From an optimization exercise on the open Yosys and OpenROAD flow, aimed at small area; shortcuts taken in it are not production practice. In this exercise RTL edits were held to simulation tests only and were not proved equivalent to the original. Power figures rest on the tool's default switching activity, not on a simulated workload.

== run A ==
==> flow/design.v (excerpt) <==
module median_filter (
    input rst,
    input [7:0] image_input,
    input enable,
    input enable_process,
    input clk,
    output [7:0] image_output
);
export LEC_CHECK = 0
export ABC_AREA = 1
export CAP_MARGIN = 0
export CORE_MARGIN = 2
export CORE_UTILIZATION = 70
export PLACE_DENSITY = 0.8
export SLEW_MARGIN = 0
export SYNTH_HIERARCHICAL = 1
create_clock -name core_clock -period 50.0 [get_ports {clk}]
standard.sh (not shown) runs the stock make flow with config.mk's settings and CLKGATE_MAP_FILE= SYNTH_SCRIPT=/design/flow/synth_recipe.tcl, a recipe that flattens the netlist after the stock synthesis.
==> flow/flow/run.sh <==
#!/bin/bash
# Layout flow: the standard flow (standard.sh) with
#  - synthesis mapped by an area-oriented ABC script (flow/my_synth.tcl,
#    flow/area.abc); registers are the standard synthesis's,
#  - clock tree synthesis without dummy loads, with small clock buffers,
#  - the smallest buffer for the port buffers,
# Each tool writes its full log under orfs/logs/; make's output goes to run.log.
set -euo pipefail
W=$PWD
export MY_ABC_SCRIPT=$W/flow/area.abc
export FLOW_SYNTH_TCL=$W/synth_recipe.tcl
CTS="-sink_clustering_enable -repair_clock_nets -dont_use_dummy_load -buf_list {sky130_fd_sc_hd__clkbuf_4 sky130_fd_sc_hd__clkbuf_8} -sink_clustering_size 12 -sink_clustering_max_diameter 40"
bash standard.sh SYNTH_SCRIPT=$W/flow/my_synth.tcl "CTS_ARGS=$CTS" \
  "BUFFER_PORTS_ARGS=-buffer_cell sky130_fd_sc_hd__buf_1" \
  finish > run.log 2>&1
==> flow/flow/area.abc <==
strash
&get -n
&deepsyn -I 4 -J 20 -S 1
&st
&dch
&nf -R 1000 -C 32 -F 8
&put
topo
==> flow/flow/my_synth.tcl <==
# The standard synthesis (synth_recipe.tcl, sourced unchanged below) with
# one change: the final technology mapping (the abc command of ORFS's
# synth.tcl) uses the area-oriented ABC script MY_ABC_SCRIPT in place of
# ORFS's, without ABC's buffering and up-sizing. Registers are mapped before
# this step (dfflibmap), so they are the standard synthesis's.
proc abc {args} {
  set i [lsearch -exact $args -script]
  if {$i >= 0} { lset args [expr {$i + 1}] $::env(MY_ABC_SCRIPT) }
  puts "abc with $::env(MY_ABC_SCRIPT): $args"
  yosys abc {*}$args
}
source $::env(FLOW_SYNTH_TCL)
Here is what was changed in the inputs of run B compared with run A.
Settings: SLEW_MARGIN: 0 -> 20; CAP_MARGIN: 0 -> 20; PLACE_DENSITY: 0.8 -> 0.7; CORE_UTILIZATION: 70 -> 60.
diff --git a/flow/flow/run.sh b/flow/flow/run.sh
--- a/flow/flow/run.sh
+++ b/flow/flow/run.sh
@@ -12 +12 @@
-CTS="-sink_clustering_enable -repair_clock_nets -dont_use_dummy_load -buf_list {sky130_fd_sc_hd__clkbuf_4 sky130_fd_sc_hd__clkbuf_8} -sink_clustering_size 12 -sink_clustering_max_diameter 40"
+CTS="-sink_clustering_enable -repair_clock_nets -dont_use_dummy_load -buf_list sky130_fd_sc_hd__clkbuf_4 -sink_clustering_size 11 -sink_clustering_max_diameter 45"
==> flow/flow/area.abc <==
strash
&get -n
&deepsyn -I 4 -J 20 -S 1
&st
&dch
&nf -R 1000
&put
topo
==> notes.md <==
- [run B] reported leakage power fell about 0.7% relative to run A
- Run B has number of library cell types mapped by synthesis below what run A had.
- Between run A and run B, area of the multi-input gates is lower for run A, run B comes in above that.
- On smallest hold slack, run A and run B are neck and neck.
- Run B went all the way through the flow, and no timing, DRC or antenna check failed.
diff inputs: run B => run C
Settings: CAP_MARGIN now 0, was 20; CORE_UTILIZATION now 70, was 60; SLEW_MARGIN now 0, was 20; PLACE_DENSITY now 0.8, was 0.7.
diff --git a/flow/flow/run.sh b/flow/flow/run.sh
--- a/flow/flow/run.sh
+++ b/flow/flow/run.sh
@@ -12 +12 @@
-CTS="-sink_clustering_enable -repair_clock_nets -dont_use_dummy_load -buf_list sky130_fd_sc_hd__clkbuf_4 -sink_clustering_size 11 -sink_clustering_max_diameter 45"
+CTS="-sink_clustering_enable -repair_clock_nets -dont_use_dummy_load -buf_list {sky130_fd_sc_hd__clkbuf_2 sky130_fd_sc_hd__clkbuf_4} -sink_clustering_size 12 -sink_clustering_max_diameter 40"
==> flow/flow/area.abc <==
strash
&get -n
&deepsyn -I 4 -J 20 -S 1
&st
&dch
&nf -R 1000 -C 32 -F 8
&put
topo
==> comparison <==
Taking run B as the reference, in run C post-placement cell count lost 73; non-clock buffer count -about 8%; number of library cell types mapped by synthesis climbed 4. Run C: PASS, flow complete, no timing, DRC or antenna violations.
> inputs changed (run C -> run D)
Settings: swapping 0 for 20 in SLEW_MARGIN; putting CELL_PAD_IN_SITES_DETAIL_PLACEMENT at 0 where nothing was set; swapping 0 for 20 in CAP_MARGIN; putting CELL_PAD_IN_SITES_GLOBAL_PLACEMENT at 0 where nothing was set.
diff --git a/flow/flow/run.sh b/flow/flow/run.sh
--- a/flow/flow/run.sh
+++ b/flow/flow/run.sh
@@ -12 +12 @@
-CTS="-sink_clustering_enable -repair_clock_nets -dont_use_dummy_load -buf_list {sky130_fd_sc_hd__clkbuf_2 sky130_fd_sc_hd__clkbuf_4} -sink_clustering_size 12 -sink_clustering_max_diameter 40"
+CTS="-sink_clustering_enable -repair_clock_nets -dont_use_dummy_load -buf_list sky130_fd_sc_hd__clkbuf_4 -sink_clustering_size 12 -sink_clustering_max_diameter 40"
### Flow results
- Status: layout filler cell count parity (run D, run C)
- Run D -> run C: fraction of area in multi-input gates flat
- Compared with run C, run D has extra setup slack.
- Cmp run D and run C / routed metal-1 wirelength / higher: run D
- Final design utilization: run D vs run C, no meaningful difference
- Post-route minimum period is higher on run C
- Diff run C -> run D | fmax | increase of 0.0013 GHz
- Run D: PASS, flow complete, no timing, DRC or antenna violations
- No stage failed in run C, and the final checks on the layout all came back clean.
- Higher worst stage delay on the critical path among run D and run C: run C

---

median_filter again, from the RTL that the note above started with.
// median_filter
module median_filter (
    input rst,
    input [7:0] image_input,
    input enable,
    input enable_process,
    input clk,
    output [7:0] image_output
);
clock: 50.0 ns
lec_check: 0
abc_area: 1
cap_margin: 0
core_margin: 2
core_utilization: 70
place_density: 0.8
slew_margin: 0
synth_hierarchical: 1
==> flow/flow/run.sh <==
#!/bin/bash
# Layout flow: the standard flow (standard.sh) with
#  - synthesis mapped by an area-oriented ABC script (flow/my_synth.tcl,
#    flow/area.abc); registers are the standard synthesis's,
#  - clock tree synthesis without dummy loads, with small clock buffers,
#  - the smallest buffer for the port buffers,
# Each tool writes its full log under orfs/logs/; make's output goes to run.log.
set -euo pipefail
W=$PWD
export MY_ABC_SCRIPT=$W/flow/area.abc
export FLOW_SYNTH_TCL=$W/synth_recipe.tcl
CTS="-sink_clustering_enable -repair_clock_nets -dont_use_dummy_load -buf_list {sky130_fd_sc_hd__clkbuf_2 sky130_fd_sc_hd__clkbuf_4 sky130_fd_sc_hd__clkbuf_8} -sink_clustering_size 12 -sink_clustering_max_diameter 40"
bash standard.sh SYNTH_SCRIPT=$W/flow/my_synth.tcl "CTS_ARGS=$CTS" \
  "BUFFER_PORTS_ARGS=-buffer_cell sky130_fd_sc_hd__buf_1" \
  finish > run.log 2>&1
==> flow/flow/area.abc <==
strash
&get -n
&deepsyn -I 4 -J 20 -S 1
&st
&dch
&nf -R 1000 -C 32 -F 8
&put
topo
Scripts as last shown in full above: flow/flow/my_synth.tcl
Rerun with:
--- a/flow/flow/run.sh
+++ b/flow/flow/run.sh
@@ -11,3 +11,3 @@
 export FLOW_SYNTH_TCL=$W/synth_recipe.tcl
-CTS="-sink_clustering_enable -repair_clock_nets -dont_use_dummy_load -buf_list {sky130_fd_sc_hd__clkbuf_2 sky130_fd_sc_hd__clkbuf_4 sky130_fd_sc_hd__clkbuf_8} -sink_clustering_size 12 -sink_clustering_max_diameter 40"
+CTS="-sink_clustering_enable -repair_clock_nets -dont_use_dummy_load -buf_list sky130_fd_sc_hd__clkbuf_4 -sink_clustering_size 12 -sink_clustering_max_diameter 40 -clustering_unbalance_ratio 0.1"
 bash standard.sh SYNTH_SCRIPT=$W/flow/my_synth.tcl "CTS_ARGS=$CTS" \
Flip-flop and latch count is unchanged.
Routed wire length falls by a few percent.
Setup slack got worse by 0.36 ns.
Count of clock-buffer cells in the layout falls by 1.
Final cell count stays the same.
Final area falls slightly.
First-iteration DRC count climbs by about a fifth.
Global-route usage falls by 0.55 points.
Sequential share of layout area rose by 1.0 points.
Rerun with:
--- a/flow/flow/run.sh
+++ b/flow/flow/run.sh
@@ -11,3 +11,3 @@
 export FLOW_SYNTH_TCL=$W/synth_recipe.tcl
-CTS="-sink_clustering_enable -repair_clock_nets -dont_use_dummy_load -buf_list sky130_fd_sc_hd__clkbuf_4 -sink_clustering_size 12 -sink_clustering_max_diameter 40 -clustering_unbalance_ratio 0.1"
+CTS="-sink_clustering_enable -repair_clock_nets -dont_use_dummy_load -buf_list sky130_fd_sc_hd__clkbuf_4 -sink_clustering_size 12 -sink_clustering_max_diameter 40 -sink_clustering_levels 1"
 bash standard.sh SYNTH_SCRIPT=$W/flow/my_synth.tcl "CTS_ARGS=$CTS" \
The changed run finished with timing, DRC and antenna clean.
Wire length is about the same.
Die area stays the same.
Sequential share of layout area barely changes.
Synthesized area is unchanged.
Final area stays flat.
First-iteration DRC count went up by 4.5%.
Critical path depth went up by 1.
Total power is about the same.
Worst hold slack gets better by 0.25 ns.
Rerun with:
--- a/flow/flow/run.sh
+++ b/flow/flow/run.sh
@@ -11,3 +11,3 @@
 export FLOW_SYNTH_TCL=$W/synth_recipe.tcl
-CTS="-sink_clustering_enable -repair_clock_nets -dont_use_dummy_load -buf_list sky130_fd_sc_hd__clkbuf_4 -sink_clustering_size 12 -sink_clustering_max_diameter 40 -sink_clustering_levels 1"
+CTS="-sink_clustering_enable -repair_clock_nets -dont_use_dummy_load -buf_list sky130_fd_sc_hd__clkbuf_8 -sink_clustering_size 20 -sink_clustering_max_diameter 40"
 bash standard.sh SYNTH_SCRIPT=$W/flow/my_synth.tcl "CTS_ARGS=$CTS" \
==> flow/flow/area.abc (replaced) <==
strash
&get -n
&deepsyn -I 4 -J 20 -S 1
&st
&dch
&nf -R 1000
&put
topo
--- a/flow/config.mk
+++ b/flow/config.mk
@@ -8,3 +8,3 @@
 export ABC_AREA = 1
-export CAP_MARGIN = 0
+export CAP_MARGIN = 20
 export CORE_MARGIN = 2
@@ -12,3 +12,3 @@
 export PLACE_DENSITY = 0.8
-export SLEW_MARGIN = 0
+export SLEW_MARGIN = 20
 export SYNTH_HIERARCHICAL = 1
Outcome:
- The changed run ran to the end with no violations
- hold slack gets better by 0.015 ns
- global-route usage is about the same
- power grows by about 3%
- synthesized cell count grows by about 2.2%

---

Starting RTL as in the previous note.
Settings: LEC_CHECK=0, ABC_AREA=1, CAP_MARGIN=0, CORE_MARGIN=2, CORE_UTILIZATION=70, PLACE_DENSITY=0.8, SLEW_MARGIN=0, SYNTH_HIERARCHICAL=1; clock period 50.0 ns.
==> flow/flow/run.sh <==
#!/bin/bash
# Layout flow: the standard flow (standard.sh) with
#  - synthesis mapped by an area-oriented ABC script (flow/my_synth.tcl,
#    flow/area.abc); registers are the standard synthesis's,
#  - clock tree synthesis without dummy loads, with small clock buffers,
#  - the smallest buffer for the port buffers,
# Each tool writes its full log under orfs/logs/; make's output goes to run.log.
set -euo pipefail
W=$PWD
export MY_ABC_SCRIPT=$W/flow/area.abc
export FLOW_SYNTH_TCL=$W/synth_recipe.tcl
CTS="-sink_clustering_enable -repair_clock_nets -dont_use_dummy_load -buf_list sky130_fd_sc_hd__clkbuf_4 -sink_clustering_size 12 -sink_clustering_max_diameter 40 -balance_levels"
bash standard.sh SYNTH_SCRIPT=$W/flow/my_synth.tcl "CTS_ARGS=$CTS" \
  "BUFFER_PORTS_ARGS=-buffer_cell sky130_fd_sc_hd__buf_1" \
  finish > run.log 2>&1
==> flow/flow/area.abc <==
strash
&get -n
&deepsyn -I 4 -J 20 -S 1
&st
&dch
&nf -R 1000 -C 32 -F 8
&put
topo
Scripts as last shown in full above: flow/flow/my_synth.tcl
The first run ran to the end with no violations.
Then changed:
--- a/flow/flow/run.sh
+++ b/flow/flow/run.sh
@@ -11,3 +11,3 @@
 export FLOW_SYNTH_TCL=$W/synth_recipe.tcl
-CTS="-sink_clustering_enable -repair_clock_nets -dont_use_dummy_load -buf_list sky130_fd_sc_hd__clkbuf_4 -sink_clustering_size 12 -sink_clustering_max_diameter 40 -balance_levels"
+CTS="-sink_clustering_enable -repair_clock_nets -dont_use_dummy_load -buf_list sky130_fd_sc_hd__clkbuf_4 -sink_clustering_size 12 -sink_clustering_max_diameter 35"
 bash standard.sh SYNTH_SCRIPT=$W/flow/my_synth.tcl "CTS_ARGS=$CTS" \
==> flow/flow/area.abc (replaced) <==
strash
&get -n
&deepsyn -I 4 -J 20 -S 1
&st
&dch
&nf -R 1000
&put
topo
--- a/flow/config.mk
+++ b/flow/config.mk
@@ -8,7 +8,7 @@
 export ABC_AREA = 1
-export CAP_MARGIN = 0
+export CAP_MARGIN = 20
 export CORE_MARGIN = 2
-export CORE_UTILIZATION = 70
-export PLACE_DENSITY = 0.8
-export SLEW_MARGIN = 0
+export CORE_UTILIZATION = 75
+export PLACE_DENSITY = 0.85
+export SLEW_MARGIN = 20
 export SYNTH_HIERARCHICAL = 1
The changed run finished clean.
Non-clock buffer count goes up by 5.
Total power goes up by 2.3%.
Clock power hardly moves.
Worst setup slack gets better by 0.91 ns.
Sequential power increases by about 1%.
Area after synthesis grows by 0.49%.
Maximum frequency went up by 3.6%.
Clock-buffer cell count came out higher by 1.
Clock skew shrinks by 0.049 ns.
Then changed:
--- a/flow/flow/run.sh
+++ b/flow/flow/run.sh
@@ -11,3 +11,3 @@
 export FLOW_SYNTH_TCL=$W/synth_recipe.tcl
-CTS="-sink_clustering_enable -repair_clock_nets -dont_use_dummy_load -buf_list sky130_fd_sc_hd__clkbuf_4 -sink_clustering_size 12 -sink_clustering_max_diameter 35"
+CTS="-sink_clustering_enable -repair_clock_nets -dont_use_dummy_load -buf_list sky130_fd_sc_hd__clkbuf_4 -sink_clustering_size 12 -sink_clustering_max_diameter 40"
 bash standard.sh SYNTH_SCRIPT=$W/flow/my_synth.tcl "CTS_ARGS=$CTS" \
--- a/flow/config.mk
+++ b/flow/config.mk
@@ -10,4 +10,4 @@
 export CORE_MARGIN = 2
-export CORE_UTILIZATION = 75
-export PLACE_DENSITY = 0.85
+export CORE_UTILIZATION = 70
+export PLACE_DENSITY = 0.8
 export SLEW_MARGIN = 20
- via count goes down by 4.4%
- clock power goes down by about 3%
- sequential share of layout area stays flat
- non-clock buffer count goes down by 2
- worst setup slack got worse by 0.83 ns
Then changed:
--- a/flow/flow/run.sh
+++ b/flow/flow/run.sh
@@ -11,3 +11,3 @@
 export FLOW_SYNTH_TCL=$W/synth_recipe.tcl
-CTS="-sink_clustering_enable -repair_clock_nets -dont_use_dummy_load -buf_list sky130_fd_sc_hd__clkbuf_4 -sink_clustering_size 12 -sink_clustering_max_diameter 40"
+CTS="-sink_clustering_enable -repair_clock_nets -dont_use_dummy_load -buf_list sky130_fd_sc_hd__clkbuf_8 -sink_clustering_size 16 -sink_clustering_max_diameter 35"
 bash standard.sh SYNTH_SCRIPT=$W/flow/my_synth.tcl "CTS_ARGS=$CTS" \
--- a/flow/config.mk
+++ b/flow/config.mk
@@ -10,4 +10,4 @@
 export CORE_MARGIN = 2
-export CORE_UTILIZATION = 70
-export PLACE_DENSITY = 0.8
+export CORE_UTILIZATION = 60
+export PLACE_DENSITY = 0.7
 export SLEW_MARGIN = 20
Clock-buffer cell count rises by 5.
Total power rises by 7.1%.
Sequential cell count does not change.
Wire length rises by 1.4%.
Sequential power barely changes.
Non-clock buffer count falls by 1.
Core utilization falls by 9.0 points.
Hold slack gains 0.032 ns.
Final area rises by 2.7%.
Clock power rises by 42%.

## re-timing with driven ports
In the flow no input, the clock included, has a driving cell. The finished layouts below were timed again as built, in two steps.
Step 1: set_driving_cell puts a clkbuf_16 on clk and a buf_2 on each other input, an assumption about the parent block.
Step 2, shift: input delay + t, output delay - t, t = (earliest + latest rising clock arrival at the registers) / 2. This alone moves slack from input paths to output paths.
Three values: no drivers, after step 1, after step 2; two values: the first two.
run	t, ns	slack for setup (ns)	hold slack, ns	clock arrival spread, ns	slew at the worst register clock pin (ns)	worst data-port slew with drivers (ns)
run A	0.560	23.964 / 23.919 / 24.479	0.404 / 0.404 / 0.404	0.094 / 0.093	0.08 / 0.08	0.03
run B	0.660	24.586 / 24.545 / 25.205	0.404 / 0.404 / 0.404	0.096 / 0.095	0.11 / 0.11	0.03
run C	0.656	23.811 / 23.769 / 24.425	0.409 / 0.409 / 0.409	0.123 / 0.123	0.12 / 0.12	0.03
run D	0.657	24.673 / 24.630 / 25.288	0.403 / 0.403 / 0.403	0.125 / 0.125	0.12 / 0.12	0.03
the first run of note 2	0.560	23.964 / 23.919 / 24.479	0.404 / 0.404 / 0.404	0.094 / 0.093	0.08 / 0.08	0.03
the second run of note 2	0.732	23.603 / 23.563 / 24.295	0.163 / 0.163 / 0.163	0.324 / 0.324	0.12 / 0.12	0.03
the third run of note 2	0.656	23.811 / 23.769 / 24.425	0.409 / 0.409 / 0.409	0.123 / 0.123	0.12 / 0.12	0.03
the fourth run of note 2	0.604	24.091 / 24.049 / 24.653	0.425 / 0.425 / 0.425	0.093 / 0.093	0.11 / 0.11	0.04
the first run of note 3	0.656	23.811 / 23.769 / 24.425	0.409 / 0.409 / 0.409	0.123 / 0.123	0.12 / 0.12	0.03
the second run of note 3	0.677	24.726 / 24.682 / 25.359	0.422 / 0.422 / 0.422	0.083 / 0.083	0.12 / 0.12	0.04
the third run of note 3	0.675	23.894 / 23.851 / 24.526	0.404 / 0.404 / 0.404	0.099 / 0.099	0.12 / 0.12	0.04
the fourth run of note 3	0.579	24.714 / 24.672 / 25.251	0.436 / 0.436 / 0.436	0.076 / 0.076	0.09 / 0.09	0.03
Clock arrivals are far apart in the second run of note 2, so t is only a midpoint there and step 2 fits no single register.
